This design comes from an exercise in tuning for a short achievable clock period and few clock cycles on the open sky130 flow, not from production work.
No run shown here included a check of the RTL's function; only the layout flow was run.
Power and IR drop assume default switching activity.

==> flow/design.v <==
`timescale 1ns / 1ps
module CpuInc(
    input  [31:0] pc,
    output [31:0] p2,
    output [31:0] p4
    );
    assign p2 = pc + 32'd2;
    assign p4 = pc + 32'd4;
endmodule
module CpuAdd #(parameter W = 32) (
    input  [W-1:0] a,
    input  [W-1:0] b,
    input          cin,
    output [W-1:0] s,
    output         cout
    );
    localparam L = (W <= 2) ? 1 : (W <= 4) ? 2 : (W <= 8) ? 3 : (W <= 16) ? 4 : (W <= 32) ? 5 : 6;
    wire [W-1:0] p0 = a ^ b;
    wire [W-1:0] g0 = a & b;
    wire [(L+1)*W-1:0] G, P;
    assign G[W-1:0] = {g0[W-1:1], g0[0] | (p0[0] & cin)};
    assign P[W-1:0] = p0;
    genvar k, i;
    generate
        for (k = 0; k < L; k = k + 1) begin : lvl
            for (i = 0; i < W; i = i + 1) begin : bt
                if (i >= (1 << k)) begin : comb
                    assign G[(k+1)*W + i] = G[k*W + i] | (P[k*W + i] & G[k*W + i - (1 << k)]);
                    assign P[(k+1)*W + i] = P[k*W + i] & P[k*W + i - (1 << k)];
                end else begin : ps
                    assign G[(k+1)*W + i] = G[k*W + i];
                    assign P[(k+1)*W + i] = P[k*W + i];
                end
            end
        end
    endgenerate
    wire [W-1:0] c = {G[L*W +: W-1], cin};      
    assign s    = p0 ^ c;
    assign cout = G[L*W + W-1];
endmodule
module CpuAddN(
    input  [31:0] a,
    input  [31:0] b,
    output [31:0] s
    );
    assign s = a + b;
endmodule
module CpuSubN(
    input  [31:0] a,
    input  [31:0] b,
    output [31:0] d,
    output        lo
    );
    wire [32:0] t = {1'b0, a} - {1'b0, b};
    assign d  = t[31:0];
    assign lo = t[32];
endmodule
`timescale 1ns / 1ps
module CpuExe(
    input  [31:0] opA,           
    input  [31:0] opB,
    input  [31:0] resW0,         
    input  [31:0] resW1,
    input  [31:0] cW0,           
    input  [31:0] cW1,
    input         fAw1, fAw0, fAr,   
    input         fBw1, fBw0, fBr,
    input  [4:0]  shE,           
    input         bgE,
    input         fSw1, fSw0,    
    input  [31:0] imm,           
    input         oAdd, oSub, oAnd, oOr, oXor, oNor, oSlt, oSltu, oSll, oSr, oSra, oImm,
    input         ld,            
    input  [31:0] Data_in,
    input  [5:0]  k,             
    input  [31:0] kq,
    output [31:0] res,
    output [31:0] resR,          
    output [31:0] resS,
    output [31:0] resC,          
    output [31:0] sum,           
    output        eq,            
    output        sgn,           
    output        condF          
    );
    wire [31:0] A = fAw1 ? resW1 : fAw0 ? resW0 : opA;
    wire [31:0] B = fBw1 ? resW1 : fBw0 ? resW0 : opB;
    wire [4:0]  sh  = fSw1 ? resW1[4:0] : fSw0 ? resW0[4:0] : shE;
    wire        big = fSw1 ? |resW1[31:5] : fSw0 ? |resW0[31:5] : bgE;
    wire [31:0] dif, rest;
    wire        ltu;
    CpuAddN adS(.a(A), .b(B), .s(sum));
    CpuSubN adD(.a(A), .b(B), .d(dif), .lo(ltu));
    CpuAluR alr(.A(A), .B(B), .sh(sh), .big(big), .imm(imm),
                .oAnd(oAnd), .oOr(oOr), .oXor(oXor), .oNor(oNor), .oSll(oSll), .oSr(oSr),
                .oSra(oSra), .oImm(oImm), .ld(ld), .Data_in(Data_in), .rest(rest));
    wire        lts  = (A[31] ^ B[31]) ? A[31] : dif[31];
    wire [31:0] alu  = ({32{oAdd}} & sum) | ({32{oSub}} & dif) |
                       {31'd0, (oSlt & lts) | (oSltu & ltu)} | rest;
    assign res  = alu;
    assign resR = alu;
    assign resS = alu;
    assign resC = alu;
    wire e_rr = (opA == opB), e_r0 = (opA == cW0), e_r1 = (opA == cW1);
    wire e_0r = (cW0 == opB), e_1r = (cW1 == opB), e_01 = (cW0 == cW1);
    assign eq = (fAr  & ((fBr & e_rr) | (fBw0 & e_r0) | (fBw1 & e_r1))) |
                (fAw0 & ((fBr & e_0r) | fBw0 | (fBw1 & e_01))) |
                (fAw1 & ((fBr & e_1r) | (fBw0 & e_01) | fBw1));
    assign sgn = A[31];
    wire kq_r = (opA == kq), kq_0 = (cW0 == kq), kq_1 = (cW1 == kq);
    wire eqK  = (fAr & kq_r) | (fAw0 & kq_0) | (fAw1 & kq_1);
    wire an_r = ((opA & opB) == 32'd0), an_0 = ((cW0 & opB) == 32'd0), an_1 = ((cW1 & opB) == 32'd0);
    wire zAB  = (fAr & an_r) | (fAw0 & an_0) | (fAw1 & an_1);
    wire ak_r = ((opA & kq) == 32'd0), ak_0 = ((cW0 & kq) == 32'd0), ak_1 = ((cW1 & kq) == 32'd0);
    wire zAK  = (fAr & ak_r) | (fAw0 & ak_0) | (fAw1 & ak_1);
    wire z_r  = (opA == 32'd0), z_0 = (cW0 == 32'd0), z_1 = (cW1 == 32'd0), zb_r = (opB == 32'd0);
    wire zA   = (fAr & z_r) | (fAw0 & z_0) | (fAw1 & z_1);
    wire zB   = (fBr & zb_r) | (fBw0 & z_0) | (fBw1 & z_1);
    assign condF = (k[5] & eq) | (k[4] & eqK) | (k[3] & zAB) | (k[2] & zAK) | (k[1] & zA & zB);
endmodule
module CpuAluR(
    input  [31:0] A,
    input  [31:0] B,
    input  [4:0]  sh,
    input         big,
    input  [31:0] imm,
    input         oAnd, oOr, oXor, oNor, oSll, oSr, oSra, oImm,
    input         ld,
    input  [31:0] Data_in,
    output [31:0] rest
    );
    wire [31:0] shl  = big ? 32'd0 : (A << sh);
    wire        fill = oSra & A[31];
    wire [63:0] srw  = {{32{fill}}, A} >> sh;
    wire [31:0] shr  = big ? {32{fill}} : srw[31:0];
    assign rest = ({32{oAnd}} & (A & B)) | ({32{oOr}} & (A | B)) |
                  ({32{oXor}} & (A ^ B)) | ({32{oNor}} & ~(A | B)) |
                  ({32{oSll}} & shl) | ({32{oSr}} & shr) |
                  ({32{oImm}} & imm) | ({32{ld}} & Data_in);
endmodule
`timescale 1ns / 1ps
module CpuRd(
    input  [32*32-1:0] rf,       
    input  [4:0]       r,
    input  [31:1]      oh,
    input  [4:0]       rdW0,
    input  [31:0]      resW0,
    input  [4:0]       rdW1,
    input  [31:0]      resW1,
    output [31:0]      v
    );
    reg [31:0] acc;
    integer k;
    always @(*) begin
        acc = 32'd0;
        for (k = 1; k < 32; k = k + 1)
            acc = acc | ({32{oh[k]}} & rf[k*32 +: 32]);
    end
    wire w1 = (rdW1 != 5'd0) && (rdW1 == r);
    wire w0 = (rdW0 != 5'd0) && (rdW0 == r) && !w1;
    assign v = w1 ? resW1 : w0 ? resW0 : acc;
endmodule
module CpuAgu(
    input  [32*32-1:0] rf,
    input  [4:0]       r,
    input  [31:1]      oh,
    input  [4:0]       rdW0,
    input  [31:0]      resW0,
    input  [4:0]       rdW1,
    input  [31:0]      resW1,
    input  [11:0]      off,
    output [31:0]      v,
    output [11:0]      ad
    );
    reg [31:0] acc;
    integer k;
    always @(*) begin
        acc = 32'd0;
        for (k = 1; k < 32; k = k + 1)
            acc = acc | ({32{oh[k]}} & rf[k*32 +: 32]);
    end
    wire w1 = (rdW1 != 5'd0) && (rdW1 == r);
    wire w0 = (rdW0 != 5'd0) && (rdW0 == r) && !w1;
    assign v  = w1 ? resW1 : w0 ? resW0 : acc;
    wire [11:0] ad1, ad0, adr;
    wire        c1, c0, cr;
    CpuAdd #(12) a1(.a(resW1[11:0]), .b(off), .cin(1'b0), .s(ad1), .cout(c1));
    CpuAdd #(12) a0(.a(resW0[11:0]), .b(off), .cin(1'b0), .s(ad0), .cout(c0));
    CpuAdd #(12) ar(.a(acc[11:0]),   .b(off), .cin(1'b0), .s(adr), .cout(cr));
    assign ad = w1 ? ad1 : w0 ? ad0 : adr;
endmodule
`timescale 1ns / 1ps
module CpuDec(
    input  [31:0] ir,
    output [4:0]  rs,
    output [4:0]  rt,
    output [4:0]  dst,           
    output        usesRs,
    output        usesRt,
    output        isLd,
    output        isSt,
    output        isJr,          
    output        isJ,           
    output        isBeq,
    output        isBne,
    output        isBgez,
    output        isBr,          
    output        isCtl,         
    output        isSh,          
    output        isIalu,
    output        isLui,
    output        oImm,          
    output [31:0] simm,
    output [2:0]  ctl,           
    output [5:0]  fk,            
    output        oAdd, oSub, oAnd, oOr, oXor, oNor, oSlt, oSltu, oSll, oSr, oSra
    );
    wire [5:0] op = ir[31:26];
    wire [5:0] fn = ir[5:0];
    assign rs   = ir[25:21];
    assign rt   = ir[20:16];
    assign simm = {{16{ir[15]}}, ir[15:0]};
    wire isR    = (op == 6'h00);
    assign isJr   = isR && (fn[5:1] == 5'b00100);
    wire   isJalr = isR && (fn == 6'h09);
    assign isSh   = isR && ((fn == 6'h00) || (fn == 6'h02) || (fn == 6'h03));
    wire   isRalu = isR && !isJr;
    assign isIalu = (op == 6'h08) || (op == 6'h0A) || (op == 6'h0B) ||
                    (op == 6'h0C) || (op == 6'h0D) || (op == 6'h0E);
    assign isLui  = (op == 6'h0F);
    assign isLd   = (op[5:3] == 3'b100);
    assign isSt   = (op[5:3] == 3'b101);
    assign isBeq  = (op == 6'h04);
    assign isBne  = (op == 6'h05);
    assign isBgez = (op == 6'h01);
    wire   isJ0   = (op == 6'h02);
    wire   isJal  = (op == 6'h03);
    assign isJ    = isJ0 | isJal;
    assign isBr   = isBeq | isBne | isBgez;
    assign isCtl  = isBr | isJ | isJr;
    assign oImm   = isLui | isJal | isJalr | isBgez;
    assign dst = isRalu ? ir[15:11] :
                 (isIalu | isLui | isLd) ? rt :
                 (isJal | isJalr | isBgez) ? 5'd31 : 5'd0;
    assign usesRs = !(isLui | isJ);
    assign usesRt = (isRalu && !isSh) | isBeq | isBne | isSt | isJr;
    reg [2:0] c;
    always @(*) begin
        case (op[2:0])
            3'b011: c = 3'b000;      
            3'b010: c = 3'b001;      
            3'b001: c = 3'b111;      
            3'b000: c = 3'b110;      
            3'b101: c = 3'b101;      
            3'b100: c = 3'b100;      
            default: c = 3'b000;
        endcase
    end
    assign ctl = c;
    reg a, s, n, o, x, nr, lt, ltu, sl, sr, sra;
    always @(*) begin
        {a, s, n, o, x, nr, lt, ltu, sl, sr, sra} = 11'b0;
        if (isRalu) begin
            case (fn)
                6'h22: s = 1'b1;
                6'h24: n = 1'b1;
                6'h25: o = 1'b1;
                6'h26: x = 1'b1;
                6'h27: nr = 1'b1;
                6'h2A: lt = 1'b1;
                6'h2B: ltu = 1'b1;
                6'h04, 6'h00: sl = 1'b1;
                6'h06, 6'h02: sr = 1'b1;
                6'h07, 6'h03: begin sr = 1'b1; sra = 1'b1; end
                default: a = 1'b1;
            endcase
        end else if (isIalu) begin
            case (op)
                6'h0A: lt = 1'b1;
                6'h0B: ltu = 1'b1;
                6'h0C: n = 1'b1;
                6'h0D: o = 1'b1;
                6'h0E: x = 1'b1;
                default: a = 1'b1;
            endcase
        end
    end
    assign fk = {s | x, a & isIalu, n & isIalu, isSh, o, 1'b0};
    assign {oAdd, oSub, oAnd, oOr, oXor, oNor, oSlt, oSltu, oSll, oSr, oSra} =
           {a, s, n, o, x, nr, lt, ltu, sl, sr, sra};
endmodule
`timescale 1ns / 1ps
module MultiCPU(
    input clk,
    input reset,
    input [31:0] Data_in,
    output mem_w,
    output [2:0] RAMCtrl,
    output [31:0] Data_out,
    output [31:0] Addr_out
    );
    localparam LB = 5;               
    localparam NB = 1 << LB;         
    localparam TW = 10 - LB;         
    localparam LIM = 40;             
    integer i, e;
    reg  [31:0] pcF;
    reg  [10:0] fa;                  
    reg         mpend;
    reg  [31:0] mpc;
    reg         memE;                
    reg  [31:0] aout;
    reg  [2:0]  ctlE;
    reg         v0, v1;
    reg  [31:0] ir0, ir1, pc0, pc1, pn0, pn1;
    reg  [31:1] os0, ot0, os1, ot1;   
    reg  [4:0]  rdE0, rdE1;
    reg  [31:0] opA0, opB0, imE0, opA1, opB1, imE1;
    reg         fA0w0, fA0w1, fB0w0, fB0w1, fA1w0, fA1w1, fB1w0, fB1w1;
    reg         fA0r, fB0r, fA1r, fB1r;   
    reg  [4:0]  shE0, shE1;          
    reg         bgE0, bgE1;
    reg         fS0w0, fS0w1, fS1w0, fS1w1;
    reg  [11:0] fnE0, fnE1;          
    reg         ldE0, ldE1, stE0, stE1;
    reg  [31:0] opD0, opD1;          
    reg         fD0w0, fD0w1, fD1w0, fD1w1;
    reg  [2:0]  ctlS;                
    reg         stW;                 
    reg  [31:0] dataW;
    reg         jrw;
    reg  [31:0] jrX, jrY;
    reg         bEq, bNe, bGez, bAlw, bJr, cslot;
    reg         bNv;                 
    reg         vE1;                 
    reg         tZ, tN, mZ, mN, sZ, sN, skE;
    reg         nc;                  
    reg  [31:0] tgtE, fallE, pnE;
    reg  [31:0] tgtJ;                
    reg  [10:0] pidxE;               
    reg         fusE;
    reg  [5:0]  kE;
    reg  [31:0] kq;
    reg  [4:0]  rdW0, rdW1;
    reg  [31:0] resW0, resW1;
    reg  [4:0]  rdR0, rdR1, rdS0, rdS1;
    reg  [31:0] resR0, resR1, resS0, resS1;
    wire [31:0] resER0, resER1, resES0, resES1;
    reg  [31:0] resC0, resC1;        
    wire [31:0] resEC0, resEC1;
    reg  [32*32-1:0] rf;             
    reg  [32*32-1:0] rg;
    reg         rstq;
    reg  [NB-1:0]    cv0, cv1;
    reg  [TW*NB-1:0] cg0, cg1;       
    reg  [32*NB-1:0] cd0, cd1;
    localparam NE = 8;
    reg  [NE-1:0]    bv;
    reg  [11*NE-1:0] bpc, btg;
    reg  [11*NE-1:0] bpm;            
    reg  [2*NE-1:0]  bct;
    reg  [2:0]       brr;            
    reg         fv;
    reg  [10:0] fad;
    reg  [31:0] fdat;
    wire [10:0] iF   = pcF[11:1];
    wire [LB-1:0] x1 = iF[LB:1];
    wire [LB-1:0] x0 = iF[LB:1] + iF[0];
    wire [31:0] pc2F, pc4F;
    CpuInc incF(.pc(pcF), .p2(pc2F), .p4(pc4F));
    wire [TW-1:0] tg2 = iF[10:LB+1] + {{(TW-1){1'b0}}, &iF[LB:0]};   
    wire        rv0 = cv0[x0];
    wire [TW-1:0] rg0 = cg0[x0*TW +: TW];
    wire [31:0] rd0 = cd0[x0*32 +: 32];
    wire        rv1 = cv1[x1];
    wire [TW-1:0] rg1 = cg1[x1*TW +: TW];
    wire [31:0] rd1 = cd1[x1*32 +: 32];
    wire        sw   = iF[0];
    wire        ev0  = sw ? rv1 : rv0;
    wire [TW-1:0] eg0 = sw ? rg1 : rg0;
    wire [31:0] ed0  = sw ? rd1 : rd0;
    wire        ev1  = sw ? rv0 : rv1;
    wire [TW-1:0] eg1 = sw ? rg0 : rg1;
    wire [31:0] ed1  = sw ? rd0 : rd1;
    wire        hit0 = ev0 && (eg0 == iF[10:LB+1]);
    wire        hit1 = ev1 && (eg1 == tg2);
    wire        byp  = !memE && (fa == iF);
    wire        fv0  = (hit0 | byp) & !mpend;
    wire [31:0] fi0  = byp ? Data_in : ed0;
    reg  [31:1] ofs0, oft0, ofs1, oft1;
    always @(*) begin
        for (e = 1; e < 32; e = e + 1) begin
            ofs0[e] = (fi0[25:21] == e);
            oft0[e] = (fi0[20:16] == e);
            ofs1[e] = (ed1[25:21] == e);
            oft1[e] = (ed1[20:16] == e);
        end
    end
    reg         pt0, pt1;
    reg  [10:0] et0, et1;
    always @(*) begin
        pt0 = 1'b0; pt1 = 1'b0; et0 = 11'd0; et1 = 11'd0;
        for (e = 0; e < NE; e = e + 1) begin
            if (bv[e] && bpc[e*11 +: 11] == iF) begin
                pt0 = pt0 | bct[e*2+1];
                et0 = et0 | btg[e*11 +: 11];
            end
            if (bv[e] && bpm[e*11 +: 11] == iF) begin
                pt1 = pt1 | bct[e*2+1];
                et1 = et1 | btg[e*11 +: 11];
            end
        end
    end
    wire        fv1  = fv0 & !pt0 & hit1 & !byp;
    wire [31:0] pnF0 = pt0 ? {pcF[31:12], et0, 1'b0} : pc2F;
    wire [31:0] pnF1 = pt1 ? {pc2F[31:12], et1, 1'b0} : pc4F;
    wire        fpres = fa[0] ? (cv1[fa[LB:1]] && (cg1[fa[LB:1]*TW +: TW] == fa[10:LB+1]))
                              : (cv0[fa[LB:1]] && (cg0[fa[LB:1]*TW +: TW] == fa[10:LB+1]));
    wire        fillEn = !memE && !fpres;
    wire [4:0]  rsa, rta, dsa, rsb, rtb, dsb;
    wire        uRsa, uRta, ldA, stA, jrA, jA, beqA, bneA, bgzA, brA, ctA, shA, iaA, luA, imA;
    wire        uRsb, uRtb, ldB, stB, jrB, jB, beqB, bneB, bgzB, brB, ctB, shB, iaB, luB, imB;
    wire [31:0] simA, simB;
    wire [2:0]  mcA, mcB;
    wire [10:0] fnA, fnB;
    wire [5:0]  fkA, fkB;
    CpuDec decA(.ir(ir0), .rs(rsa), .rt(rta), .dst(dsa), .usesRs(uRsa), .usesRt(uRta),
                .isLd(ldA), .isSt(stA), .isJr(jrA), .isJ(jA), .isBeq(beqA), .isBne(bneA),
                .isBgez(bgzA), .isBr(brA), .isCtl(ctA), .isSh(shA), .isIalu(iaA), .isLui(luA),
                .oImm(imA), .simm(simA), .ctl(mcA), .fk(fkA),
                .oAdd(fnA[10]), .oSub(fnA[9]), .oAnd(fnA[8]), .oOr(fnA[7]), .oXor(fnA[6]),
                .oNor(fnA[5]), .oSlt(fnA[4]), .oSltu(fnA[3]), .oSll(fnA[2]), .oSr(fnA[1]),
                .oSra(fnA[0]));
    CpuDec decB(.ir(ir1), .rs(rsb), .rt(rtb), .dst(dsb), .usesRs(uRsb), .usesRt(uRtb),
                .isLd(ldB), .isSt(stB), .isJr(jrB), .isJ(jB), .isBeq(beqB), .isBne(bneB),
                .isBgez(bgzB), .isBr(brB), .isCtl(ctB), .isSh(shB), .isIalu(iaB), .isLui(luB),
                .oImm(imB), .simm(simB), .ctl(mcB), .fk(fkB),
                .oAdd(fnB[10]), .oSub(fnB[9]), .oAnd(fnB[8]), .oOr(fnB[7]), .oXor(fnB[6]),
                .oNor(fnB[5]), .oSlt(fnB[4]), .oSltu(fnB[3]), .oSll(fnB[2]), .oSr(fnB[1]),
                .oSra(fnB[0]));
    wire [31:0] rsVa, rtVa, rsVb, rtVb;
    wire [11:0] ldAdA, ldAdB;
    CpuAgu rpa(.rf(rf), .r(rsa), .oh(os0), .rdW0(rdW0), .resW0(resW0), .rdW1(rdW1), .resW1(resW1),
               .off(simA[11:0]), .v(rsVa), .ad(ldAdA));
    CpuRd rpb(.rf(rf), .r(rta), .oh(ot0), .rdW0(rdW0), .resW0(resW0), .rdW1(rdW1), .resW1(resW1), .v(rtVa));
    CpuAgu rpc(.rf(rg), .r(rsb), .oh(os1), .rdW0(rdW0), .resW0(resW0), .rdW1(rdW1), .resW1(resW1),
               .off(simB[11:0]), .v(rsVb), .ad(ldAdB));
    CpuRd rpd(.rf(rg), .r(rtb), .oh(ot1), .rdW0(rdW0), .resW0(resW0), .rdW1(rdW1), .resW1(resW1), .v(rtVb));
    wire hE0sa = (rdE0 != 5'd0) && (rdE0 == rsa);
    wire hE1sa = (rdE1 != 5'd0) && (rdE1 == rsa);
    wire hE0ta = (rdE0 != 5'd0) && (rdE0 == rta);
    wire hE1ta = (rdE1 != 5'd0) && (rdE1 == rta);
    wire hE0sb = (rdE0 != 5'd0) && (rdE0 == rsb);
    wire hE1sb = (rdE1 != 5'd0) && (rdE1 == rsb);
    wire hE0tb = (rdE0 != 5'd0) && (rdE0 == rtb);
    wire hE1tb = (rdE1 != 5'd0) && (rdE1 == rtb);
    wire stInE = stE0 | stE1;
    wire agiA = ((ldA | jrA) && (hE0sa || hE1sa || (jrA && (hE0ta || hE1ta)))) || (ldA && stInE);
    wire agiB = ((ldB | jrB) && (hE0sb || hE1sb || (jrB && (hE0tb || hE1tb)))) || (ldB && stInE);
    wire slowA = jrA && (rta != 5'd0);       
    wire slowB = jrB && (rtb != 5'd0);
    wire memA = ldA | stA;
    wire memB = ldB | stB;
    wire vsA = (fnA[2] | fnA[1]) & !shA;     
    wire vsB = (fnB[2] | fnB[1]) & !shB;
    wire rawBA = (dsa != 5'd0) && ((uRsb && rsb == dsa) || (uRtb && rtb == dsa));
    wire fuseB = (beqB | bneB) && (dsa != 5'd0) && (|fkA) &&
                 ((rsb == dsa && rtb == 5'd0) || (rtb == dsa && rsb == 5'd0));
    wire iss0 = v0 && !agiA && !(slowA && !jrw);
    wire iss1 = iss0 && v1 && !agiB && !slowB && (!rawBA || fuseB) &&
                !(memA && memB && !(ldA && stB)) && !(ctA && ctB);
    wire [31:0] jrS  = jrX + jrY;
    wire [31:0] pc2a = pc0 + 32'd2;
    wire [31:0] pc2b = pc1 + 32'd2;
    wire [31:0] btgA = {pc0[31:1], 1'b1} + {simA[30:0], 1'b1};    
    wire [31:0] btgB = {pc1[31:1], 1'b1} + {simB[30:0], 1'b1};
    wire [31:0] tgtA  = jA ? {pc2a[31:27], ir0[25:0], 1'b0} : btgA;
    wire [31:0] tgtB  = jB ? {pc2b[31:27], ir1[25:0], 1'b0} : btgB;
    wire [31:0] resE0, resE1, sum0, sum1;
    wire        eq0, eq1, sg0, sg1, condF, cf1;
    CpuExe ex0(.opA(opA0), .opB(opB0), .resW0(resW0), .resW1(resW1), .cW0(resC0), .cW1(resC1),
               .fAw1(fA0w1), .fAw0(fA0w0), .fAr(fA0r), .fBw1(fB0w1), .fBw0(fB0w0), .fBr(fB0r),
               .shE(shE0), .bgE(bgE0), .fSw1(fS0w1), .fSw0(fS0w0), .imm(imE0),
               .oAdd(fnE0[11]), .oSub(fnE0[10]), .oAnd(fnE0[9]), .oOr(fnE0[8]), .oXor(fnE0[7]),
               .oNor(fnE0[6]), .oSlt(fnE0[5]), .oSltu(fnE0[4]), .oSll(fnE0[3]), .oSr(fnE0[2]),
               .oSra(fnE0[1]), .oImm(fnE0[0]), .ld(ldE0), .Data_in(Data_in), .k(kE), .kq(kq),
               .res(resE0), .resR(resER0), .resS(resES0), .resC(resEC0), .sum(sum0), .eq(eq0), .sgn(sg0), .condF(condF));
    CpuExe ex1(.opA(opA1), .opB(opB1), .resW0(resW0), .resW1(resW1), .cW0(resC0), .cW1(resC1),
               .fAw1(fA1w1), .fAw0(fA1w0), .fAr(fA1r), .fBw1(fB1w1), .fBw0(fB1w0), .fBr(fB1r),
               .shE(shE1), .bgE(bgE1), .fSw1(fS1w1), .fSw0(fS1w0), .imm(imE1),
               .oAdd(fnE1[11]), .oSub(fnE1[10]), .oAnd(fnE1[9]), .oOr(fnE1[8]), .oXor(fnE1[7]),
               .oNor(fnE1[6]), .oSlt(fnE1[5]), .oSltu(fnE1[4]), .oSll(fnE1[3]), .oSr(fnE1[2]),
               .oSra(fnE1[1]), .oImm(fnE1[0]), .ld(ldE1), .Data_in(Data_in), .k(6'd0), .kq(32'd0),
               .res(resE1), .resR(resER1), .resS(resES1), .resC(resEC1), .sum(sum1), .eq(eq1), .sgn(sg1), .condF(cf1));
    wire [31:0] D0    = fD0w1 ? resW1 : fD0w0 ? resW0 : opD0;
    wire [31:0] D1    = fD1w1 ? resW1 : fD1w0 ? resW0 : opD1;
    wire        eqC   = fusE ? condF : cslot ? eq1 : eq0;
    wire        sgC   = cslot ? sg1 : sg0;
    wire        cnd   = bGez ? ~sgC : eqC;
    wire        taken = cnd ? tZ : tN;
    wire        misp  = bJr ? (tgtJ != pnE) : cnd ? mZ : mN;
    wire        shTk  = cnd ? sZ : sN;
    wire        shAct = skE;
    wire        null0 = shTk | nc;                    
    wire [31:0] redir = taken ? tgtE : fallE;
    wire        kill1 = misp & ~cslot;
    reg         updEn, updAlw, updTk;
    reg  [10:0] updIdx, updTgt;
    reg  [NE-1:0] um;
    reg  [1:0]  uct;
    always @(*) begin
        uct = 2'b00;
        for (e = 0; e < NE; e = e + 1) begin
            um[e] = bv[e] && (bpc[e*11 +: 11] == updIdx);
            if (um[e]) uct = uct | bct[e*2 +: 2];
        end
    end
    wire        uhit = |um;
    wire [1:0]  unew = updAlw ? 2'b11 :
                       updTk ? ((uct == 2'b11) ? 2'b11 : uct + 2'd1) :
                               ((uct == 2'b00) ? 2'b00 : uct - 2'd1);
    wire [31:0] tgtD  = cA ? tgtA : tgtB;
    wire [31:0] pnD   = cA ? pn0 : pn1;
    wire [31:0] fallD = cA ? pc2a : pc2b;
    wire [31:0] tgtDn = cA ? (jA ? {pc2a[31:27], ir0[25:0], 1'b0} : btgA) :
                             (jB ? {pc2b[31:27], ir1[25:0], 1'b0} : btgB);
    wire        eqTd  = (tgtDn == pnD);
    wire        eqFd  = (fallD == pnD);
    wire        tZd   = cA ? (jA | jrA | beqA | bgzA) : (jB | jrB | beqB | bgzB);
    wire        tNd   = cA ? (jA | jrA | bneA) : (jB | jrB | bneB);
    wire        bShD  = cA ? (brA && ir0[15:0] == 16'd1) : (brB && ir1[15:0] == 16'd1);
    wire        shD   = bShD & eqFd & (!cA | !iss1);
    wire        bnvD  = iss0 && !misp && cA && null0;
    wire keep2  = v0 && !iss0 && v1;         
    wire keepS0 = v0 && !iss0 && !v1;        
    wire shift1 = iss0 && !iss1 && v1;       
    wire r1     = keepS0 | shift1;
    wire r0     = !keep2 && !r1;
    wire e0     = r0 || r1;
    wire e1     = r0 && !byp && !pt0;
    wire [31:0] pcSpec = e1 ? pnF1 : e0 ? pnF0 : pcF;
    wire        jrM   = bJr & (tgtJ != pnE);
    wire [31:0] pcNx  = mpend ? mpc : pcSpec;
    wire [31:0] pcZ   = (!bJr & mZ) ? (tZ ? tgtE : fallE) : pcNx;
    wire [31:0] pcN   = (!bJr & mN) ? (tN ? tgtE : fallE) : pcNx;
    wire mev    = !mpend && ((e0 && !(hit0 | byp)) || (e1 && !hit1));
    wire [31:0] pcFix  = (hit0 | byp) ? pc2F : pcF;
    wire [10:0] fan = mpend ? fa :
                      (!hit0 && !byp) ? iF :
                      (e1 && !hit1) ? pc2F[11:1] :
                      (!memE && ((fa - iF) < LIM)) ? fa + 11'd1 : fa;
    wire        selLd  = (iss0 && ldA) || (iss1 && ldB);
    wire        ldSp   = ((v0 && ldA) || (v1 && ldB)) && !stInE;
    wire        selCtl = (iss0 && ctA) || (iss1 && ctB);
    wire        cA     = iss0 && ctA;        
    wire        go0    = iss0 && !misp && !null0;
    wire        go1    = iss1 && !misp;
    wire        goC    = selCtl && !misp && !(cA && null0);
    always @(posedge clk or posedge reset) begin
        if (reset) begin
            pcF  <= 32'd0;
            fa   <= 11'd0;
            fv   <= 1'b0;
            mpend <= 1'b0;
            mpc  <= 32'd0;
            memE <= 1'b0;
            aout <= 32'd0;
            ctlE <= 3'b000;
            stW  <= 1'b0;
            jrw  <= 1'b0;
            v0   <= 1'b0;
            v1   <= 1'b0;
            rdE0 <= 5'd0;
            rdE1 <= 5'd0;
            ldE0 <= 1'b0;
            ldE1 <= 1'b0;
            stE0 <= 1'b0;
            stE1 <= 1'b0;
            bEq <= 1'b0; bNe <= 1'b0; bGez <= 1'b0; bAlw <= 1'b0; bJr <= 1'b0;
            bNv <= 1'b0; vE1 <= 1'b0; nc <= 1'b0;
            updEn <= 1'b0;
            bv    <= {NE{1'b0}};
            brr   <= 3'd0;
            rdW0 <= 5'd0;
            rdW1 <= 5'd0;
            rdR0 <= 5'd0;
            rdR1 <= 5'd0;
            rdS0 <= 5'd0;
            rdS1 <= 5'd0;
            cv0  <= {NB{1'b0}};
            cv1  <= {NB{1'b0}};
        end else begin
            pcF <= jrM ? tgtJ : cnd ? pcZ : pcN;
            if (misp) begin
                v0  <= 1'b0;
                v1  <= 1'b0;
            end else begin
                v0 <= keep2 | r1 | fv0;
                v1 <= keep2 | (r1 ? fv0 : fv1);
            end
            mpend <= !misp && mev;
            mpc   <= pcFix;
            fa   <= fan;
            memE <= stInE | ldSp;
            aout <= ldSp ? {20'd0, (v0 && ldA) ? ldAdA : ldAdB} :
                    stE0 ? sum0 : stE1 ? sum1 : {20'd0, fan, 1'b0};
            ctlE <= ldSp ? ((v0 && ldA) ? mcA : mcB) : stInE ? ctlS : 3'b000;
            stW  <= stE0 | (stE1 & ~kill1);
            jrw  <= !misp && v0 && slowA && !agiA && !jrw;
            fv   <= fillEn;
            if (fv) begin
                if (fad[0]) cv1[fad[LB:1]] <= 1'b1;
                else        cv0[fad[LB:1]] <= 1'b1;
            end
            rdE0 <= go0 ? dsa : 5'd0;
            rdE1 <= go1 ? dsb : 5'd0;
            ldE0 <= go0 & ldA;
            ldE1 <= go1 & ldB;
            stE0 <= go0 & stA;
            stE1 <= go1 & stB;
            bEq  <= goC & (cA ? beqA : beqB);
            bNe  <= goC & (cA ? bneA : bneB);
            bGez <= goC & (cA ? bgzA : bgzB);
            bAlw <= goC & (cA ? (jA | jrA) : (jB | jrB));
            bJr  <= goC & (cA ? jrA : jrB);
            bNv  <= iss0 && !misp && cA && null0;
            vE1  <= go1;
            nc   <= !misp && null0 && !iss0;
            updEn <= (bEq | bNe | bGez | bAlw) & ~shAct;
            if (updEn && !uhit && updTk) begin
                bv[brr] <= 1'b1;
                brr <= brr + 3'd1;
            end
            rdW0 <= rdE0;
            rdW1 <= kill1 ? 5'd0 : rdE1;
            rdR0 <= rdE0;
            rdR1 <= kill1 ? 5'd0 : rdE1;
            rdS0 <= rdE0;
            rdS1 <= kill1 ? 5'd0 : rdE1;
        end
    end
    always @(posedge clk) begin
        rstq <= reset;
        if (rstq) begin
            rf <= {32*32{1'b0}};
            rg <= {32*32{1'b0}};
        end else
            for (i = 1; i < 32; i = i + 1) begin
                if (rdR1 == i)      rf[i*32 +: 32] <= resR1;
                else if (rdR0 == i) rf[i*32 +: 32] <= resR0;
                if (rdS1 == i)      rg[i*32 +: 32] <= resS1;
                else if (rdS0 == i) rg[i*32 +: 32] <= resS0;
            end
    end
    always @(posedge clk) begin
        if (r0) begin
            ir0 <= fi0;  pc0 <= pcF;  pn0 <= pnF0; os0 <= ofs0; ot0 <= oft0;
            ir1 <= ed1;  pc1 <= pc2F; pn1 <= pnF1; os1 <= ofs1; ot1 <= oft1;
        end else if (r1) begin
            if (shift1) begin
                ir0 <= ir1; pc0 <= pc1; pn0 <= pn1; os0 <= os1; ot0 <= ot1;
            end
            ir1 <= fi0;  pc1 <= pcF;  pn1 <= pnF0; os1 <= ofs0; ot1 <= oft0;
        end
        opA0 <= rsVa;
        opB0 <= shA ? {27'd0, ir0[10:6]} : (iaA | stA) ? simA : rtVa;
        opD0 <= rtVa;
        fD0w1 <= hE1ta;
        fD0w0 <= hE0ta && !hE1ta;
        imE0 <= luA ? {ir0[15:0], 16'd0} : pc2a;
        fA0w1 <= hE1sa;
        fA0w0 <= hE0sa && !hE1sa;
        fA0r  <= !hE0sa && !hE1sa;
        fB0w1 <= hE1ta && !(shA | iaA | stA);
        fB0w0 <= hE0ta && !hE1ta && !(shA | iaA | stA);
        fB0r  <= !(hE0ta || hE1ta) || (shA | iaA | stA);
        shE0  <= shA ? ir0[10:6] : rtVa[4:0];
        bgE0  <= !shA && (|rtVa[31:5]);
        fS0w1 <= hE1ta && vsA;
        fS0w0 <= hE0ta && !hE1ta && vsA;
        fnE0 <= {fnA, imA};
        opA1 <= rsVb;
        opB1 <= shB ? {27'd0, ir1[10:6]} : (iaB | stB) ? simB : rtVb;
        opD1 <= rtVb;
        fD1w1 <= hE1tb;
        fD1w0 <= hE0tb && !hE1tb;
        ctlS <= (iss0 && stA) ? mcA : mcB;
        if (v0 && slowA && !jrw) begin
            jrX <= rsVa;
            jrY <= rtVa;
        end
        imE1 <= luB ? {ir1[15:0], 16'd0} : pc2b;
        fA1w1 <= hE1sb;
        fA1w0 <= hE0sb && !hE1sb;
        fA1r  <= !hE0sb && !hE1sb;
        fB1w1 <= hE1tb && !(shB | iaB | stB);
        fB1w0 <= hE0tb && !hE1tb && !(shB | iaB | stB);
        fB1r  <= !(hE0tb || hE1tb) || (shB | iaB | stB);
        shE1  <= shB ? ir1[10:6] : rtVb[4:0];
        bgE1  <= !shB && (|rtVb[31:5]);
        fS1w1 <= hE1tb && vsB;
        fS1w0 <= hE0tb && !hE1tb && vsB;
        fnE1 <= {fnB, imB};
        dataW <= stE0 ? D0 : D1;
        cslot <= !cA;
        fusE  <= !cA && fuseB && !null0;
        tZ <= goC & (cA ? (jA | jrA | beqA | bgzA) : (jB | jrB | beqB | bgzB));
        tN <= goC & (cA ? (jA | jrA | bneA) : (jB | jrB | bneB));
        mZ <= bnvD ? ~eqFd : goC & (tZd ? ~eqTd & ~shD : ~eqFd);
        mN <= bnvD ? ~eqFd : goC & (tNd ? ~eqTd & ~shD : ~eqFd);
        sZ <= goC & shD & tZd;
        sN <= goC & shD & tNd;
        skE <= goC & shD;
        kE    <= fkA;
        kq    <= fkA[4] ? (32'd0 - simA) : fnA[2] ? (32'hFFFFFFFF >> ir0[10:6]) : (32'hFFFFFFFF << ir0[10:6]);
        tgtE  <= cA ? tgtA : tgtB;
        tgtJ  <= cA ? (jrw ? jrS : rsVa) : rsVb;
        fallE <= cA ? pc2a : pc2b;
        pnE   <= cA ? pn0 : pn1;
        pidxE <= cA ? pc0[11:1] : pc1[11:1];
        resW0 <= resE0;
        resW1 <= resE1;
        resR0 <= resER0;
        resR1 <= resER1;
        resS0 <= resES0;
        resS1 <= resES1;
        resC0 <= resEC0;
        resC1 <= resEC1;
        for (i = 0; i < NE; i = i + 1) begin
            if (updEn && uhit && um[i]) begin
                bct[i*2 +: 2] <= unew;
                if (updTk) btg[i*11 +: 11] <= updTgt;
            end else if (updEn && !uhit && updTk && brr == i) begin
                bpc[i*11 +: 11] <= updIdx;
                bpm[i*11 +: 11] <= updIdx - 11'd1;
                btg[i*11 +: 11] <= updTgt;
                bct[i*2 +: 2]   <= updAlw ? 2'b11 : 2'b10;
            end
        end
        updAlw <= bAlw;
        updTk  <= taken;
        updIdx <= pidxE;
        updTgt <= bJr ? tgtJ[11:1] : tgtE[11:1];
        fad  <= fa;
        fdat <= Data_in;
        for (i = 0; i < NB; i = i + 1) begin
            if (fv && fad[0] == 1'b0 && fad[LB:1] == i) begin
                cd0[i*32 +: 32] <= fdat;
                cg0[i*TW +: TW] <= fad[10:LB+1];
            end
            if (fv && fad[0] == 1'b1 && fad[LB:1] == i) begin
                cd1[i*32 +: 32] <= fdat;
                cg1[i*TW +: TW] <= fad[10:LB+1];
            end
        end
    end
    assign Addr_out = aout;
    assign RAMCtrl  = ctlE;
    assign mem_w    = stW;
    assign Data_out = dataW;
endmodule
==> flow/flow/run.sh <==
#!/bin/bash
set -euo pipefail
cd "$(dirname "$0")/.."
MARGIN=$(cat flow/setup_margin.txt)
bash standard.sh SETUP_SLACK_MARGIN=$MARGIN finish > flow_make.log 2>&1
==> flow/flow/setup_margin.txt <==
8.5
==> flow/standard.sh <==
#!/bin/bash
# synth_recipe.tcl (not shown) runs the flow's synth.tcl, then flattens the netlist and writes it again
# the make line also repeats each setting of config.mk as NAME=value (left out here)
make -C /OpenROAD-flow-scripts/flow DESIGN_CONFIG=/design/flow/config.mk WORK_HOME=/design/flow/orfs CLKGATE_MAP_FILE= SYNTH_SCRIPT=/design/flow/synth_recipe.tcl "${@:-finish}"
==> flow/config.mk <==
export PLATFORM = sky130hd
export DESIGN_NAME = MultiCPU
export DESIGN_NICKNAME = MultiCPU
export VERILOG_FILES = /design/flow/design.v
export SDC_FILE = /design/flow/constraint.sdc
export NUM_CORES = 8
export LEC_CHECK = 0
export CAP_MARGIN = 30
export CELL_PAD_IN_SITES_DETAIL_PLACEMENT = 1
export CELL_PAD_IN_SITES_GLOBAL_PLACEMENT = 1
export CORE_MARGIN = 2
export CORE_UTILIZATION = 40
export PLACE_DENSITY = 0.55
export SLEW_MARGIN = 30
export SYNTH_HIERARCHICAL = 1
export SYNTH_MINIMUM_KEEP_SIZE = 0
==> flow/constraint.sdc <==
create_clock -name core_clock -period 13.0 [get_ports {clk}]
set_input_delay 2.6000 -clock core_clock [delete_from_list [all_inputs] [get_ports {clk}]]
set_output_delay 2.6000 -clock core_clock [all_outputs]
set_load 0.01 [all_outputs]
==> results of run 1 <==
stage by stage:
| step | cells | hold slack, ps | instance area [sq um] | power (mW) | utilization |
|---|---|---|---|---|---|
| global placement | 38369 | 317 | 335000 | 59.9 | 0.418 |
| floorplan | 29331 | 310 | 322000 | 43.9 | - |
| finish | 40474 | 332 | 372000 | 86.7 | 0.464 |
| CTS | 40027 | 334 | 368000 | 83.8 | 0.459 |
| detailed placement | 38398 | 315 | 337000 | 60.4 | 0.420 |
| global route | 40263 | 342 | 371000 | 88.1 | 0.463 |
worst max-delay path, stage by stage (launching register included):
cell	delay, ps
edfxtp_1	380
buf_4	320
buf_6	380
a22oi_1	280
nand4_1	170
nor2_4	450
nand2_1	130
ha_1	400
and4_1	210
a21o_1	200
nor2_2	250
nand4b_1	150
o311ai_2	120
mux2i_1	200
o21ai_2	320
nand2_1	160
a31oi_4	260
o21ai_0	130
o21ai_1	170
where the power goes:
group / leakage [nW] / total [mW] / internal, mW / switching (mW)
logic: 72.7 / 40.3 / 13.6 / 26.7
clock network: 11.4 / 20.6 / 11.5 / 9.04
registers: 54.0 / 25.7 / 22.6 / 3.16
layout make-up:
class / instances / area (sq um)
Multi-Input combinational cell: 19930 / 160000
Clock inverter: 328 / 3590
Clock buffer: 976 / 19800
Inverter: 428 / 1650
Timing Repair Buffer: 1849 / 18400
Sequential cell: 6090 / 154000
Antenna cell: 278 / 696
Fill cell: 83726 / 429000
Timing Repair inverter: 3 / 26.3
Tap cell: 10592 / 13300
final timing paths:
kind,to,cells past startpoint
max,aout[11]$_DFF_PP0_,18
min,updIdx[6]$_DFF_P_,0
max reg2reg,aout[11]$_DFF_PP0_,18
min reg2reg,updIdx[6]$_DFF_P_,0
max in group asynchronous,fa[1]$_DFF_PP0_,5
min in group asynchronous,ctlE[1]$_DFF_PP0_,2
repair_timing:
item                       in CTS  in global routing
hold buffers                    0                  0
setup endpoints to repair     924                529
pin swaps                     109                117
setup buffers                 286                133
gates resized for setup      1183                320
cloned                         39                 21
sequential cells by signal (all words and copies together), names as in the netlist, 88 cells and up:
signal / flops
cg1: 160
btg: 88
bpm: 88
rf: 992
cd1: 1024
cg0: 160
bpc: 88
cd0: 1024
rg: 992
cells in the final DEF (no fill, tap or decap), types with 196 or more instances in the layout:
cell type and count:
nand2_1 1571, mux2i_1 2868, a22oi_1 1340, dfrtp_1 199, mux4_2 772, dfxtp_1 2557
a21oi_1 552, a211oi_1 2070, xnor2_1 623, clkbuf_16 731, o21ai_0 387, ha_1 720
nand3_1 284, inv_1 405, a221oi_1 376, buf_4 1348, nor3_1 276, a22o_1 422
nor2_1 2892, nor4_1 196, nand4_1 667, edfxtp_1 3028, o21ai_1 290, xor2_1 368
diode_2 278
metal layers:
metal  vias up  share of wire  global-route usage
met5         -        0.00042             0.00117
met4       103          0.076               0.282
met3      4728           0.12               0.136
met2     19855           0.41               0.622
met1    149483           0.40               0.595
li1     111963              -                   -
==> flow_summary_export.csv, run 1 <==
group,metric,value,unit
yosys,synth_area,0.321,sq mm
flow_run,cap_violations,0,
timing,fmax,204,MHz
timing,postLayoutSetupSlackWorst,8110,ps
routing,wl_per_cell,46.5,um
worst_setup_path,r2r-start,"os0[19]$_DFFE_PP_",
clocking,clk_latency,1210,ps
die,dieArea,0.810,sq mm
worst_setup_path,crit_required,14060,ps
timing,final_max_slew_viol_count,0,
grt,grt_pass1_wl,2480,mm
die,die_w,900,um
clocking,numCtsBuffers,701,
grt,grt_pass1_vias,270910,
timing,final.setup.tns,0,ps
grt,grt_use_total,0.444,
min_path,hp-start,"pidxE[6]$_DFF_P_",
clocking,h-tree-depth,6,
yosys,ys_warn_count,10,
worst_setup_path,rrSetupSlack,8110,ps
routing,drtIter0Drc,44724,
worst_setup_path,cp-startpoint,"os0[19]$_DFFE_PP_",
placement,port_buffers,101,
placement,globalplace.congestion,1.00,
die,die_y,900,um
worst_setup_path,path_class,"reg2reg",
grt,grt_max_degree,195,
grt,antenna_found_initial,227,
timing,setup_violations,0,
routing,drc,0,
run_status,status,"complete, but fails checks",
worst_setup_path,start_kind,"flop",
worst_setup_path,crit_path_end_kind,"flop",
clocking,cts_tree,"yes",
placement,place_ws,5890,ps
die,boundaryPins,102,
timing,grt_setup_unrepaired,"yes",
clocking,cts.clk_slew.worst_paths,70,ps
pwr,leakagePower,138,nW
clocking,cts.sinks,6090,
min_path,hold_class,"reg2reg",
routing,ant_nets,1,
run_status,failed_checks,"antenna violations",
clocking,clockBufferDepth,4,
timing,fin_worst_skew,111,ps
final_layout,fin_nets,29794,
die,initial_utilization,0.401,
pwr,pwr_density_cell,233,mW/mm^2
worst_setup_path,path_max_fanout,21,
pwr,ir_drop,0.000204,V
routing,first_pass_iters,25,
clocking,cts_root_buf,"clkbuf_16",
final_layout,final_layout_size_suffix_gt1_frac,0.180,
timing,finalHoldViolCount,0,
yosys,synth.avg_cell_area,11.0,sq um
routing,wirelength,1880,mm
die,rows,329,
final_layout,syn2layout_area_growth,15.8,%
die,coreArea,0.801,sq mm
yosys,synthCells,29327,
timing,relSlewSlack,0.183,
timing,worst_slew_pin_slew,1210,ps
grt,overflow,0,
timing,finalCriticalPeriod,4890,ps
routing,vias,286132,
worst_setup_path,worstPathArrival,5950,ps
placement,hpwl,1220,mm
routing,via_per_inst,7.07,
timing,period_share,0.376,
==> run 2, diff against run 1 <==
--- a/flow/design.v
+++ b/flow/design.v
@@ -165,4 +165,5 @@
     input  [4:0]       r,
     input  [31:1]      oh,
+    input  [31:1]      ohL,      
     input  [4:0]       rdW0,
     input  [31:0]      resW0,
@@ -183,11 +184,34 @@
     wire w0 = (rdW0 != 5'd0) && (rdW0 == r) && !w1;
     assign v  = w1 ? resW1 : w0 ? resW0 : acc;
+    reg [11:0] accL;
+    always @(*) begin
+        accL = 12'd0;
+        for (k = 1; k < 32; k = k + 1)
+            accL = accL | ({12{ohL[k]}} & rf[k*32 +: 12]);
+    end
     wire [11:0] ad1, ad0, adr;
-    wire        c1, c0, cr;
-    CpuAdd #(12) a1(.a(resW1[11:0]), .b(off), .cin(1'b0), .s(ad1), .cout(c1));
-    CpuAdd #(12) a0(.a(resW0[11:0]), .b(off), .cin(1'b0), .s(ad0), .cout(c0));
-    CpuAdd #(12) ar(.a(acc[11:0]),   .b(off), .cin(1'b0), .s(adr), .cout(cr));
+    CpuAdd12 a1(.a(resW1[11:0]), .b(off), .s(ad1));
+    CpuAdd12 a0(.a(resW0[11:0]), .b(off), .s(ad0));
+    CpuAdd12 ar(.a(accL),        .b(off), .s(adr));
     assign ad = w1 ? ad1 : w0 ? ad0 : adr;
 endmodule
+module CpuAdd12(
+    input  [11:0] a,
+    input  [11:0] b,
+    output [11:0] s
+    );
+    assign s = a + b;
+endmodule
+module CpuOh(
+    input  [4:0]  r,
+    output [31:1] oh
+    );
+    genvar k;
+    generate
+        for (k = 1; k < 32; k = k + 1) begin : d
+            assign oh[k] = (r == k);
+        end
+    endgenerate
+endmodule
 `timescale 1ns / 1ps
 module CpuDec(
@@ -315,4 +339,5 @@
     reg  [31:0] ir0, ir1, pc0, pc1, pn0, pn1;
     reg  [31:1] os0, ot0, os1, ot1;   
+    reg  [31:1] ol0, ol1;             
     reg  [4:0]  rdE0, rdE1;
     reg  [31:0] opA0, opB0, imE0, opA1, opB1, imE1;
@@ -337,5 +362,4 @@
     reg         nc;                  
     reg  [31:0] tgtE, fallE, pnE;
-    reg  [31:0] tgtJ;                
     reg  [10:0] pidxE;               
     reg         fusE;
@@ -389,4 +413,7 @@
     wire [31:0] fi0  = byp ? Data_in : ed0;
     reg  [31:1] ofs0, oft0, ofs1, oft1;
+    wire [31:1] ofl0, ofl1;
+    CpuOh ohl0(.r(fi0[25:21]), .oh(ofl0));
+    CpuOh ohl1(.r(ed1[25:21]), .oh(ofl1));
     always @(*) begin
         for (e = 1; e < 32; e = e + 1) begin
@@ -441,8 +468,8 @@
     wire [31:0] rsVa, rtVa, rsVb, rtVb;
     wire [11:0] ldAdA, ldAdB;
-    CpuAgu rpa(.rf(rf), .r(rsa), .oh(os0), .rdW0(rdW0), .resW0(resW0), .rdW1(rdW1), .resW1(resW1),
+    CpuAgu rpa(.rf(rf), .r(rsa), .oh(os0), .ohL(ol0), .rdW0(rdW0), .resW0(resW0), .rdW1(rdW1), .resW1(resW1),
                .off(simA[11:0]), .v(rsVa), .ad(ldAdA));
     CpuRd rpb(.rf(rf), .r(rta), .oh(ot0), .rdW0(rdW0), .resW0(resW0), .rdW1(rdW1), .resW1(resW1), .v(rtVa));
-    CpuAgu rpc(.rf(rg), .r(rsb), .oh(os1), .rdW0(rdW0), .resW0(resW0), .rdW1(rdW1), .resW1(resW1),
+    CpuAgu rpc(.rf(rg), .r(rsb), .oh(os1), .ohL(ol1), .rdW0(rdW0), .resW0(resW0), .rdW1(rdW1), .resW1(resW1),
                .off(simB[11:0]), .v(rsVb), .ad(ldAdB));
     CpuRd rpd(.rf(rg), .r(rtb), .oh(ot1), .rdW0(rdW0), .resW0(resW0), .rdW1(rdW1), .resW1(resW1), .v(rtVb));
@@ -475,6 +502,6 @@
     wire [31:0] btgA = {pc0[31:1], 1'b1} + {simA[30:0], 1'b1};    
     wire [31:0] btgB = {pc1[31:1], 1'b1} + {simB[30:0], 1'b1};
-    wire [31:0] tgtA  = jA ? {pc2a[31:27], ir0[25:0], 1'b0} : btgA;
-    wire [31:0] tgtB  = jB ? {pc2b[31:27], ir1[25:0], 1'b0} : btgB;
+    wire [31:0] tgtA  = jA ? {pc2a[31:27], ir0[25:0], 1'b0} : brA ? btgA : jrw ? jrS : rsVa;
+    wire [31:0] tgtB  = jB ? {pc2b[31:27], ir1[25:0], 1'b0} : brB ? btgB : rsVb;
     wire [31:0] resE0, resE1, sum0, sum1;
     wire        eq0, eq1, sg0, sg1, condF, cf1;
@@ -499,5 +526,5 @@
     wire        cnd   = bGez ? ~sgC : eqC;
     wire        taken = cnd ? tZ : tN;
-    wire        misp  = bJr ? (tgtJ != pnE) : cnd ? mZ : mN;
+    wire        misp  = bJr ? (tgtE != pnE) : cnd ? mZ : mN;
     wire        shTk  = cnd ? sZ : sN;
     wire        shAct = skE;
@@ -540,5 +567,5 @@
     wire e1     = r0 && !byp && !pt0;
     wire [31:0] pcSpec = e1 ? pnF1 : e0 ? pnF0 : pcF;
-    wire        jrM   = bJr & (tgtJ != pnE);
+    wire        jrM   = bJr & (tgtE != pnE);
     wire [31:0] pcNx  = mpend ? mpc : pcSpec;
     wire [31:0] pcZ   = (!bJr & mZ) ? (tZ ? tgtE : fallE) : pcNx;
@@ -591,5 +618,5 @@
             cv1  <= {NB{1'b0}};
         end else begin
-            pcF <= jrM ? tgtJ : cnd ? pcZ : pcN;
+            pcF <= jrM ? tgtE : cnd ? pcZ : pcN;
             if (misp) begin
                 v0  <= 1'b0;
@@ -655,11 +682,11 @@
     always @(posedge clk) begin
         if (r0) begin
-            ir0 <= fi0;  pc0 <= pcF;  pn0 <= pnF0; os0 <= ofs0; ot0 <= oft0;
-            ir1 <= ed1;  pc1 <= pc2F; pn1 <= pnF1; os1 <= ofs1; ot1 <= oft1;
+            ir0 <= fi0;  pc0 <= pcF;  pn0 <= pnF0; os0 <= ofs0; ot0 <= oft0; ol0 <= ofl0;
+            ir1 <= ed1;  pc1 <= pc2F; pn1 <= pnF1; os1 <= ofs1; ot1 <= oft1; ol1 <= ofl1;
         end else if (r1) begin
             if (shift1) begin
-                ir0 <= ir1; pc0 <= pc1; pn0 <= pn1; os0 <= os1; ot0 <= ot1;
+                ir0 <= ir1; pc0 <= pc1; pn0 <= pn1; os0 <= os1; ot0 <= ot1; ol0 <= ol1;
             end
-            ir1 <= fi0;  pc1 <= pcF;  pn1 <= pnF0; os1 <= ofs0; ot1 <= oft0;
+            ir1 <= fi0;  pc1 <= pcF;  pn1 <= pnF0; os1 <= ofs0; ot1 <= oft0; ol1 <= ofl0;
         end
         opA0 <= rsVa;
@@ -715,5 +742,4 @@
         kq    <= fkA[4] ? (32'd0 - simA) : fnA[2] ? (32'hFFFFFFFF >> ir0[10:6]) : (32'hFFFFFFFF << ir0[10:6]);
         tgtE  <= cA ? tgtA : tgtB;
-        tgtJ  <= cA ? (jrw ? jrS : rsVa) : rsVb;
         fallE <= cA ? pc2a : pc2b;
         pnE   <= cA ? pn0 : pn1;
@@ -741,5 +767,5 @@
         updTk  <= taken;
         updIdx <= pidxE;
-        updTgt <= bJr ? tgtJ[11:1] : tgtE[11:1];
+        updTgt <= tgtE[11:1];
         fad  <= fa;
         fdat <= Data_in;
==> run 2 against run 1 <==
- the run now finishes clean
- first-iteration DRC count down 0.25%
- synthesized cell count up 1.8%
- via count up 3.6%
- register-to-register slack worse by 70 ps
- critical path depth up 1
==> flow_summary_export.csv, run 2 <==
group,metric,value,unit
die,dieArea,0.820,sq mm
grt,overflow,0,
die,boundaryPins,102,
worst_setup_path,start_kind,"flop",
worst_setup_path,worstPathCellList,"buf_12, buf_4, a22oi_1, nand4_1, or4_4, ha_4, fa_2, a211oi_4, nor3_1, nand3b_1, a21oi_2, xnor2_1, mux2i_4, o21ai_1, nand2_1, nand2_4, a222oi_1, buf_4, nand2_2",
clocking,cts.clk_slew.worst_paths,60,ps
worst_setup_path,reg2reg_depth,19,
placement,port_buffers,101,
yosys,synthCells,29863,
routing,drc,0,
timing,setup_violations,0,
die,initial_utilization,0.401,
routing,via_per_inst,7.13,
clocking,cts.sinks,6121,
timing,worst_slew_pin_slew,1310,ps
final_layout,layout_commonest_cell,"edfxtp_1",
routing,wirelength,1960,mm
min_path,hp-start,"pidxE[0]$_DFF_P_",
worst_setup_path,crit_required,14060,ps
die,die_w,905,um
final_layout,top_regs,"cd0: 1024 flops, cd1: 1024 flops",
pwr,leakagePower,143,nW
die,coreArea,0.811,sq mm
worst_setup_path,rrSetupSlack,8040,ps
worst_setup_path,path_class,"reg2reg",
timing,final.setup.tns,0,ps
final_layout,fin_nets,30523,
yosys,synth.avg_cell_area,10.9,sq um
routing,drtIter0Drc,44613,
pwr,ir_drop,0.000186,V
routing,vias,296437,
grt,grt_pass1_wl,2580,mm
final_layout,fillers,84927,
final_layout,layout_common_cells,"edfxtp_1 (3090), nor2_1 (2847), mux2i_1 (2801)",
grt,grt_use_total,0.458,
clocking,numCtsBuffers,707,
routing,ant_nets,0,
worst_setup_path,r2r_end,"aout[10]$_DFF_PP0_",
clocking,clockBufferDepth,4,
min_path,min_delay_worst_endpoint,"updIdx[0]$_DFF_P_",
worst_setup_path,r2r-start,"ol1[14]$_DFFE_PN_",
timing,fin_worst_skew,130,ps
clocking,clk_latency,1250,ps
grt,antenna_found_initial,344,
placement,globalplace.congestion,1.03,
min_path,hold_class,"reg2reg",
final_layout,fin_util,0.471,
routing,first_pass_iters,13,
worst_setup_path,cpLargestDelayFamily,"simple AND/OR/NAND/NOR gates",
pwr,pwr_density_cell,232,mW/mm^2
final_layout,final_layout_size_suffix_gt1_frac,0.188,
worst_setup_path,path_max_fanout,4,
timing,period_share,0.382,
routing,wl_per_cell,47.2,um
clocking,cts_tree,"yes",
timing,final_max_slew_viol_count,0,
worst_setup_path,max_stage_delay,600,ps
yosys,ys_warn_count,10,
final_layout,fin_area,0.382,sq mm
placement,hpwl,1260,mm
worst_setup_path,worstPathArrival,6020,ps
worst_setup_path,crit_path_end_kind,"flop",
worst_setup_path,crit_path_frequent_cell,"buf_4",
min_path,whs_path_depth,0,
timing,grt_setup_unrepaired,"yes",
worst_setup_path,critPathSlowestCell,"or4_4",
die,die_y,905,um
pwr,power,88.7,mW
grt,grt_pass1_vias,281327,
timing,finalHoldViolCount,0,
final_layout,syn2layout_area_growth,17.5,%
clocking,h-tree-depth,6,
grt,grt_max_degree,183,
clocking,cts_root_buf,"clkbuf_16",
timing,finalCriticalPeriod,4960,ps
die,rows,331,
placement,place_area,0.341,sq mm
run_status,status,"timing/DRC/antenna clean",
timing,relSlewSlack,0.124,
timing,fmax,202,MHz
worst_setup_path,worst-path-buf-inv,3,
flow_run,cap_violations,0,
yosys,synth_area,0.325,sq mm
run 2: changes by cell type in the layout (fill, tap and decap cells not counted), moves of 83 or more:
cell / delta
a22o_1: +94
nand2_2: +91
o21ai_1: -138
a21oi_1: +90
nand2_4: +83
diode_2: +177
a221oi_1: +131
o21ai_0: +124
buf_4: +132
run 2: power by group:
group | switching, mW | internal [mW]
Clock | 9.09 | 11.5
Sequential | 3.18 | 22.8
Combinational | 27.7 | 14.5
run 2: layout make-up:
class	count	area, sq um	area share
antenna	455	1140	0.00298
clock buffer	968	19600	0.0512
clock inverter	325	3800	0.00994
timing repair inverter	2	13.8	0.0000360
inverter	427	1690	0.00443
tap	10822	13500	0.0355
multi-input combinational	20384	165000	0.432
timing repair buffer	2095	22300	0.0583
sequential	6121	155000	0.406
run 2: worst register-to-register path, delay by kind of cell (launching register included):
kind,cells,cell delay [ps]
adders and majority gates,2,680
and+or+nand+nor,7,1410
DFF,1,520
muxes,1,370
AOI/OAI and AO/OA,5,1090
xor gates and xnor gates,1,110
buffers and inverters,3,640
run 2: repair_timing:
item	4_1_cts	5_1_grt
resized for setup	1434	712
hold buffers	0	0
pin swaps	270	231
endpoints found under the setup margin	1202	679
gates cloned	98	24
buffers inserted	356	123
run 2: layer usage:
layer | GRT usage | share of wire | vias up | wire length (um)
met5 | 0.00885 | 0.00071 | - | 1390
li1 | - | - | 115156 | -
met1 | 0.562 | 0.37 | 152447 | 729000
met3 | 0.152 | 0.11 | 7025 | 220000
met2 | 0.654 | 0.42 | 21690 | 824000
met4 | 0.373 | 0.096 | 119 | 188000
run 2: stage by stage:
stage	worst slack [ps]	std cells	hold WS, ps
floorplan	7430	29863	310
CTS	8260	40979	291
global placement	5170	39207	319
global route	8160	41344	291
finish	8040	41599	297
detailed placement	5660	39232	313
run 2: worst max path at each step:
stage,slack (ps),cells past startpoint,from,to
6_report,8040,19,ol1[14]$_DFFE_PN_,aout[10]$_DFF_PP0_
2_1_floorplan,7430,25,pcF[2]$_DFF_PP0_,aout[4]$_DFF_PP0_
3_5_place_dp,5660,12,pcF[2]$_DFF_PP0_,ot0[6]$_DFFE_PP_
3_3_place_gp,5170,14,pcF[2]$_DFF_PP0_,os0[26]$_DFFE_PP_
5_1_grt,8160,19,ol1[22]$_DFFE_PN_,aout[10]$_DFF_PP0_
4_1_cts,8260,16,ol0[7]$_DFFE_PP_,aout[8]$_DFF_PP0_

what the ideal ports hide:
No port has a modelled driver above. Below, the same layouts with a new extraction and two added sets of constraints.
Step 1 sets driving cells, clkbuf_16 on the clock port and buf_2 on the other inputs (assumed; they add their load-dependent delay and slew).
Step 2, shift: input delay + t, output delay - t, t = (earliest + latest rising clock arrival at the registers) / 2. This alone moves slack from input paths to output paths.
Three values: ideal ports, drivers, drivers and shift; two values: the first two.
run	shift t [ns]	slack for setup (ns)	clock arrival spread, ns	worst register clock-pin slew, ns
run 1	1.310	8.106 / 8.106 / 7.284	0.118 / 0.118	0.08 / 0.08
run 2	1.353	8.040 / 8.040 / 7.071	0.133 / 0.134	0.07 / 0.07
The setup slack of run 2, which loses most, moves by 0.000 ns with the drivers and by -0.969 ns with both steps.
